From an optimization exercise on the open Yosys and OpenROAD flow, aimed at small area; shortcuts taken in it are not production practice. In this exercise RTL edits were held to simulation tests only and were not proved equivalent to the original. The clock port is modelled as an ideal driver, which makes a skipped or thinned clock tree look cheaper than it is; a real chip needs a root buffer or a tree. No activity file was given, so power comes from the tool's default toggle rates.

==> wip/amber: inputs <==
==> flow/design.v <==
module AXI_FIFO(
	input wire Aclk,
	input wire Areset_n,
	input wire s_axis_tvalid,
	input wire s_axis_tlast,
	input wire [7:0] s_axis_tdata,
	input wire [1:0] s_axis_tkeep,
	output wire s_axis_tready,  
	input wire m_axis_tready,  
	output wire m_axis_tvalid,
	output wire m_axis_tlast,
	output wire [1:0] m_axis_tkeep,
	output wire [7:0] m_axis_tdata
);
reg mem_l[16];
reg [1:0] mem_k[16];
reg [7:0] mem_d[16];
reg [3:0] w_ptr;
reg [3:0] r_ptr;
reg [4:0] count;
wire full,empty;
wire wr_en,rd_en;
assign full = (count==5'd16) ? 1'b1 : 1'b0;
assign empty = (count==5'd0) ? 1'b1 : 1'b0;
assign s_axis_tready = !full;
assign wr_en = s_axis_tvalid && !full;
assign rd_en = m_axis_tready && !empty;
always_ff @(posedge Aclk or negedge Areset_n)
begin
	if(!Areset_n) begin
		w_ptr <= 4'd0;
		r_ptr <= 4'd0;
		count <= 5'd0;
		for(int i=0 ; i<16; i++) begin
				mem_d[i] <= 8'h00;
				mem_l[i] <= 1'b0;
				mem_k[i] <= 2'b00;
		end
	end
	else begin
		if (wr_en) begin
			mem_d[w_ptr] <= s_axis_tdata;
			mem_k[w_ptr] <= s_axis_tkeep;
			mem_l[w_ptr] <= s_axis_tlast;
			w_ptr <= w_ptr + 4'h1;
		end
		if (rd_en) begin 		 
			r_ptr <= r_ptr + 4'h1;	 
		end				 
		if (wr_en && !rd_en)
			count <= count + 5'h1;
		else if (rd_en && !wr_en)
			count <= count - 5'h1;
	end
end
assign m_axis_tdata = (m_axis_tvalid) ? mem_d[r_ptr] : 8'h00;
assign m_axis_tlast = (m_axis_tvalid) ? mem_l[r_ptr] : 1'b0;
assign m_axis_tkeep = (m_axis_tvalid) ? mem_k[r_ptr] : 2'b00;
assign m_axis_tvalid = (count > 0) ? 1'b1 : 1'b0;
endmodule
==> flow/run.sh <==
#!/bin/bash
# synth_recipe.tcl (not shown) runs the flow's synth.tcl, then flattens the netlist and writes it again
# the make line also repeats each setting of config.mk as NAME=value (left out here)
make -C /OpenROAD-flow-scripts/flow DESIGN_CONFIG=/design/flow/config.mk WORK_HOME=/design/flow/orfs CLKGATE_MAP_FILE= SYNTH_SCRIPT=/design/flow/synth_recipe.tcl finish
==> flow/config.mk <==
export PLATFORM = sky130hd
export DESIGN_NAME = AXI_FIFO
export DESIGN_NICKNAME = AXI_FIFO
export VERILOG_FILES = /design/flow/design.v
export SDC_FILE = /design/flow/constraint.sdc
export NUM_CORES = 4
export LEC_CHECK = 0
export CAP_MARGIN = 20
export CORE_MARGIN = 2
export CORE_UTILIZATION = 40
export SLEW_MARGIN = 20
==> flow/constraint.sdc <==
create_clock -name core_clock -period 5.0 [get_ports {Aclk}]
set_input_delay 1.0000 -clock core_clock [delete_from_list [all_inputs] [get_ports {Aclk}]]
set_output_delay 1.0000 -clock core_clock [all_outputs]
set_load 0.01 [all_outputs]
==> wip/umber: changes against wip/amber <==
==> flow/design.v (replaced) <==
module AXI_FIFO(
	input wire Aclk,
	input wire Areset_n,
	input wire s_axis_tvalid,
	input wire s_axis_tlast,
	input wire [7:0] s_axis_tdata,
	input wire [1:0] s_axis_tkeep,
	output wire s_axis_tready,
	input wire m_axis_tready,
	output wire m_axis_tvalid,
	output wire m_axis_tlast,
	output wire [1:0] m_axis_tkeep,
	output wire [7:0] m_axis_tdata
);
reg [10:0] mem [0:15];
reg [4:0] p;             
wire empty = p[4];
wire full  = !p[4] && (p[3:0] == 4'hf);
wire wr_en = s_axis_tvalid && !full;
wire rd_en = m_axis_tready && !empty;
assign s_axis_tready = !full;
assign m_axis_tvalid = !empty;
always @(posedge Aclk) begin
	if (wr_en) begin
		mem[0] <= {s_axis_tlast, s_axis_tkeep, s_axis_tdata};
		for (int i = 1; i < 16; i++)
			mem[i] <= mem[i-1];
	end
end
always @(posedge Aclk or negedge Areset_n) begin
	if (!Areset_n)
		p <= 5'b11111;
	else if (wr_en && !rd_en)
		p <= p + 5'd1;
	else if (rd_en && !wr_en)
		p <= p - 5'd1;
end
wire [10:0] head = mem[p[3:0]];
assign {m_axis_tlast, m_axis_tkeep, m_axis_tdata} = head;
endmodule
==> notes <==
wip/umber passed the timing, DRC and antenna checks. wip/amber finished with timing, DRC and antenna clean. Against wip/umber, the register-to-register slack of wip/amber is worse by 60 ps. Non-clock buffer count: wip/amber is higher than wip/umber (6). In wip/amber the power is higher than in wip/umber, by 36%. Of wip/umber and wip/amber, wip/amber has the higher clock power (gap about 3%, measured against wip/amber).

* * *

==> wip/lagoon: inputs <==
AXI_FIFO, a different RTL version from the one above (not shown whole).
Design AXI_FIFO, start of the top module:
module AXI_FIFO(
	input wire Aclk,
	input wire Areset_n,
	input wire s_axis_tvalid,
	input wire s_axis_tlast,
	input wire [7:0] s_axis_tdata,
	input wire [1:0] s_axis_tkeep,
	output wire s_axis_tready,
	input wire m_axis_tready,
	output wire m_axis_tvalid,
	output wire m_axis_tlast,
	output wire [1:0] m_axis_tkeep,
	output wire [7:0] m_axis_tdata
);
Settings: LEC_CHECK=0, CAP_MARGIN=20, CORE_MARGIN=2, CORE_UTILIZATION=60, CTS_BUF_LIST=sky130_fd_sc_hd__clkbuf_4, SLEW_MARGIN=20, SYNTH_HIERARCHICAL=1, SYNTH_MINIMUM_KEEP_SIZE=0; clock period 5.0 ns.
standard.sh (not shown) runs the stock make flow with config.mk's settings and CLKGATE_MAP_FILE= SYNTH_SCRIPT=/design/flow/synth_recipe.tcl, a recipe that flattens the netlist after the stock synthesis.
==> flow/flow/run.sh <==
#!/bin/bash
# The standard layout, with three changes to what the layout adds around the design:
# the port buffers are buf_1 cells; CTS builds its tree from clkbuf_4 cells without
# dummy loads; and after CTS, flow/post_cts.tcl regroups the flip-flops under
# 12 leaf buffers by position and sizes each leaf to keep clock-pin slew in margin.
# Each step's full log is in orfs/logs; make's own output is in flow_make.log here.
set -euo pipefail
here=$(pwd)
export BUFFER_PORTS_ARGS="-buffer_cell sky130_fd_sc_hd__buf_1"
export CTS_ARGS="-sink_clustering_enable -repair_clock_nets -dont_use_dummy_load -buf_list sky130_fd_sc_hd__clkbuf_4"
export POST_CTS_TCL="$here/flow/post_cts.tcl"
export CLK_SLEW_SWAP_NS=0.115
export CLK_GROUPS=12
export CLK_SIZES="4 8 16"
bash standard.sh > flow_make.log 2>&1
==> flow/flow/post_cts.tcl <==
# After CTS: rebuild the leaf level of the clock tree and size its buffers.
#
# 1. The flip-flops are split into CLK_GROUPS groups by k-means on their
#    positions. Each group is driven by one of CTS's leaf buffers, moved to the
#    group's centroid and fed by the same root buffer as before; the leaf
#    buffers left over are removed.
# 2. Each leaf buffer gets the smallest of CLK_SIZES (clkbuf_N) whose
#    flip-flop clock pins stay under CLK_SLEW_SWAP_NS (placement estimate).
# The placement is then legalized again. If the tree is not a root buffer
# feeding leaf buffers, step 1 is skipped.
set block [ord::get_db_block]
set ngroups $::env(CLK_GROUPS)

proc is_clkbuf { inst } {
  return [string match "sky130_fd_sc_hd__clkbuf_*" [[$inst getMaster] getName]]
}
proc drives_flops { inst } {
  foreach s [[[$inst findITerm X] getNet] getITerms] {
    if { [[$s getMTerm] getName] eq "CLK" } { return 1 }
  }
  return 0
}

set leaves {}
foreach inst [$block getInsts] {
  if { [is_clkbuf $inst] && [drives_flops $inst] } { lappend leaves $inst }
}
set rootnets {}
foreach leaf $leaves {
  set n [[$leaf findITerm A] getNet]
  if { [lsearch -exact $rootnets $n] < 0 } { lappend rootnets $n }
}
set sinks {}
set ok [expr { [llength $rootnets] == 1 && [llength $leaves] >= $ngroups }]
foreach leaf $leaves {
  foreach s [[[$leaf findITerm X] getNet] getITerms] {
    if { [$s getIoType] ne "INPUT" } { continue }
    if { [[$s getMTerm] getName] ne "CLK" } { set ok 0 }
    set b [[$s getInst] getBBox]
    lappend sinks [list $s [expr {([$b xMin] + [$b xMax]) / 2.0}] [expr {([$b yMin] + [$b yMax]) / 2.0}]]
  }
}
puts "post_cts: [llength $leaves] leaf buffers, [llength $sinks] sinks, [llength $rootnets] root nets"

if { $ok } {
  set die [$block getDieArea]
  set side [expr {int(ceil(sqrt($ngroups)))}]
  set rows [expr {int(ceil(double($ngroups) / $side))}]
  set cx {}; set cy {}
  for {set g 0} {$g < $ngroups} {incr g} {
    lappend cx [expr {[$die xMin] + [$die dx] * (($g % $side) + 0.5) / $side}]
    lappend cy [expr {[$die yMin] + [$die dy] * (($g / $side) + 0.5) / $rows}]
  }
  for {set it 0} {$it < 50} {incr it} {
    set assign {}
    set sx [lrepeat $ngroups 0.0]; set sy [lrepeat $ngroups 0.0]; set sn [lrepeat $ngroups 0]
    foreach s $sinks {
      lassign $s t x y
      set best 0; set bd 1e30
      for {set g 0} {$g < $ngroups} {incr g} {
        set d [expr {abs($x - [lindex $cx $g]) + abs($y - [lindex $cy $g])}]
        if { $d < $bd } { set bd $d; set best $g }
      }
      lappend assign $best
      lset sx $best [expr {[lindex $sx $best] + $x}]
      lset sy $best [expr {[lindex $sy $best] + $y}]
      lset sn $best [expr {[lindex $sn $best] + 1}]
    }
    for {set g 0} {$g < $ngroups} {incr g} {
      if { [lindex $sn $g] > 0 } {
        lset cx $g [expr {[lindex $sx $g] / [lindex $sn $g]}]
        lset cy $g [expr {[lindex $sy $g] / [lindex $sn $g]}]
      }
    }
  }
  puts "post_cts: group sizes $sn"
  if { [lsearch -exact $sn 0] >= 0 } { set ok 0 }
}

if { $ok } {
  foreach s $sinks { [lindex $s 0] disconnect }
  set kept {}
  for {set g 0} {$g < [llength $leaves]} {incr g} {
    set leaf [lindex $leaves $g]
    if { $g < $ngroups } {
      set m [$leaf getMaster]
      $leaf setLocation [expr {int([lindex $cx $g] - [$m getWidth] / 2)}] [expr {int([lindex $cy $g] - [$m getHeight] / 2)}]
      $leaf setPlacementStatus PLACED
      lappend kept $leaf
    } else {
      set onet [[$leaf findITerm X] getNet]
      [$leaf findITerm A] disconnect
      [$leaf findITerm X] disconnect
      odb::dbInst_destroy $leaf
      odb::dbNet_destroy $onet
    }
  }
  set i 0
  foreach s $sinks {
    [lindex $s 0] connect [[[lindex $kept [lindex $assign $i]] findITerm X] getNet]
    incr i
  }
  set leaves $kept
  detailed_placement
  puts "post_cts: regrouped the flip-flops under $ngroups leaf buffers"
}

proc worst_sink_slew { inst } {
  set worst 0.0
  set out [get_pins -of_objects $inst -filter "direction == output"]
  foreach p [get_pins -of_objects [get_nets -of_objects $out] -filter "direction == input"] {
    set s [get_property $p slew_max]
    if { $s > $worst } { set worst $s }
  }
  return $worst
}
set limit $::env(CLK_SLEW_SWAP_NS)
foreach leaf $leaves {
  set inst [get_cells [$leaf getName]]
  set pick [lindex $::env(CLK_SIZES) end]
  foreach size $::env(CLK_SIZES) {
    replace_cell $inst sky130_fd_sc_hd__clkbuf_$size
    estimate_parasitics -placement
    set s [worst_sink_slew $inst]
    if { $s <= $limit } { set pick $size; break }
  }
  replace_cell $inst sky130_fd_sc_hd__clkbuf_$pick
  puts "post_cts: [$leaf getName] -> clkbuf_$pick (worst sink slew $s ns)"
}
detailed_placement
check_placement -verbose
estimate_parasitics -placement
==> wip/onyx: changes against wip/lagoon <==
==> flow/flow/run.sh (replaced) <==
#!/bin/bash
set -euo pipefail
here=$(pwd)
export BUFFER_PORTS_ARGS="-buffer_cell sky130_fd_sc_hd__buf_1"
export CTS_ARGS="-sink_clustering_enable -repair_clock_nets -dont_use_dummy_load -buf_list sky130_fd_sc_hd__clkbuf_4"
export POST_CTS_TCL="$here/flow/post_cts.tcl"
export CLK_SLEW_SWAP_NS=0.115
bash standard.sh > flow_make.log 2>&1
==> flow/flow/post_cts.tcl (replaced) <==
estimate_parasitics -placement
set swapped 0
foreach inst [get_cells -hierarchical *] {
  if { [get_property $inst ref_name] ne "sky130_fd_sc_hd__clkbuf_4" } { continue }
  set worst 0.0
  set out [get_pins -of_objects $inst -filter "direction == output"]
  foreach p [get_pins -of_objects [get_nets -of_objects $out] -filter "direction == input"] {
    set s [get_property $p slew_max]
    if { $s > $worst } { set worst $s }
  }
  if { $worst > $::env(CLK_SLEW_SWAP_NS) } {
    puts "post_cts: [get_full_name $inst] worst sink slew $worst ns -> clkbuf_8"
    replace_cell $inst sky130_fd_sc_hd__clkbuf_8
    incr swapped
  }
}
puts "post_cts: swapped $swapped clock buffers"
if { $swapped > 0 } {
  detailed_placement
  check_placement -verbose
  estimate_parasitics -placement
}
==> summary.txt <==
wip/lagoon ran to the end with no violations. wip/onyx completed with no timing, DRC or antenna violations.
Via count is about the same in wip/lagoon and wip/onyx.
Between wip/lagoon and wip/onyx, the lower fmax is in wip/lagoon (gap 2.0%, measured against wip/onyx).
In cell area, wip/onyx and wip/lagoon hardly differ.
In combinational power, wip/lagoon and wip/onyx hardly differ.
Flip-flop and latch count is the same in wip/lagoon and wip/onyx.
In core utilization, wip/onyx and wip/lagoon hardly differ.
Against wip/lagoon, the setup slack of wip/onyx is better by 72 ps.
Synthesized cell count is the same in wip/onyx and wip/lagoon.
Against wip/onyx, the hold slack of wip/lagoon is worse by 100 ps.

==> separate check: timing with driven ports <==
The flow's constraints put no driver on any port. The routed layouts listed below were extracted and timed again, unchanged, in two steps. Step 1: set_driving_cell puts a clkbuf_16 on Aclk and a buf_2 on each other input, an assumption about the parent block. Step 2 also shifts input and output timing later by t, the mid clock arrival at the registers, as if the neighbouring blocks saw the same clock. a / b / c = no drivers / after step 1 / after step 2; a / b = the first two.
run	t, ns	slack for setup (ns)	worst setup path after step 2	slew at the worst register clock pin (ns)
wip/amber	0.468	0.494 / 0.447 / 0.914	register to output	0.07 / 0.07
wip/umber	0.468	0.701 / 0.658 / 1.126	register to output	0.07 / 0.07
wip/lagoon	0.567	1.369 / 1.335 / 1.902	register to output	0.10 / 0.10
wip/onyx	0.455	1.441 / 1.408 / 1.863	register to output	0.12 / 0.12
After both steps setup and hold are still met in every run listed.
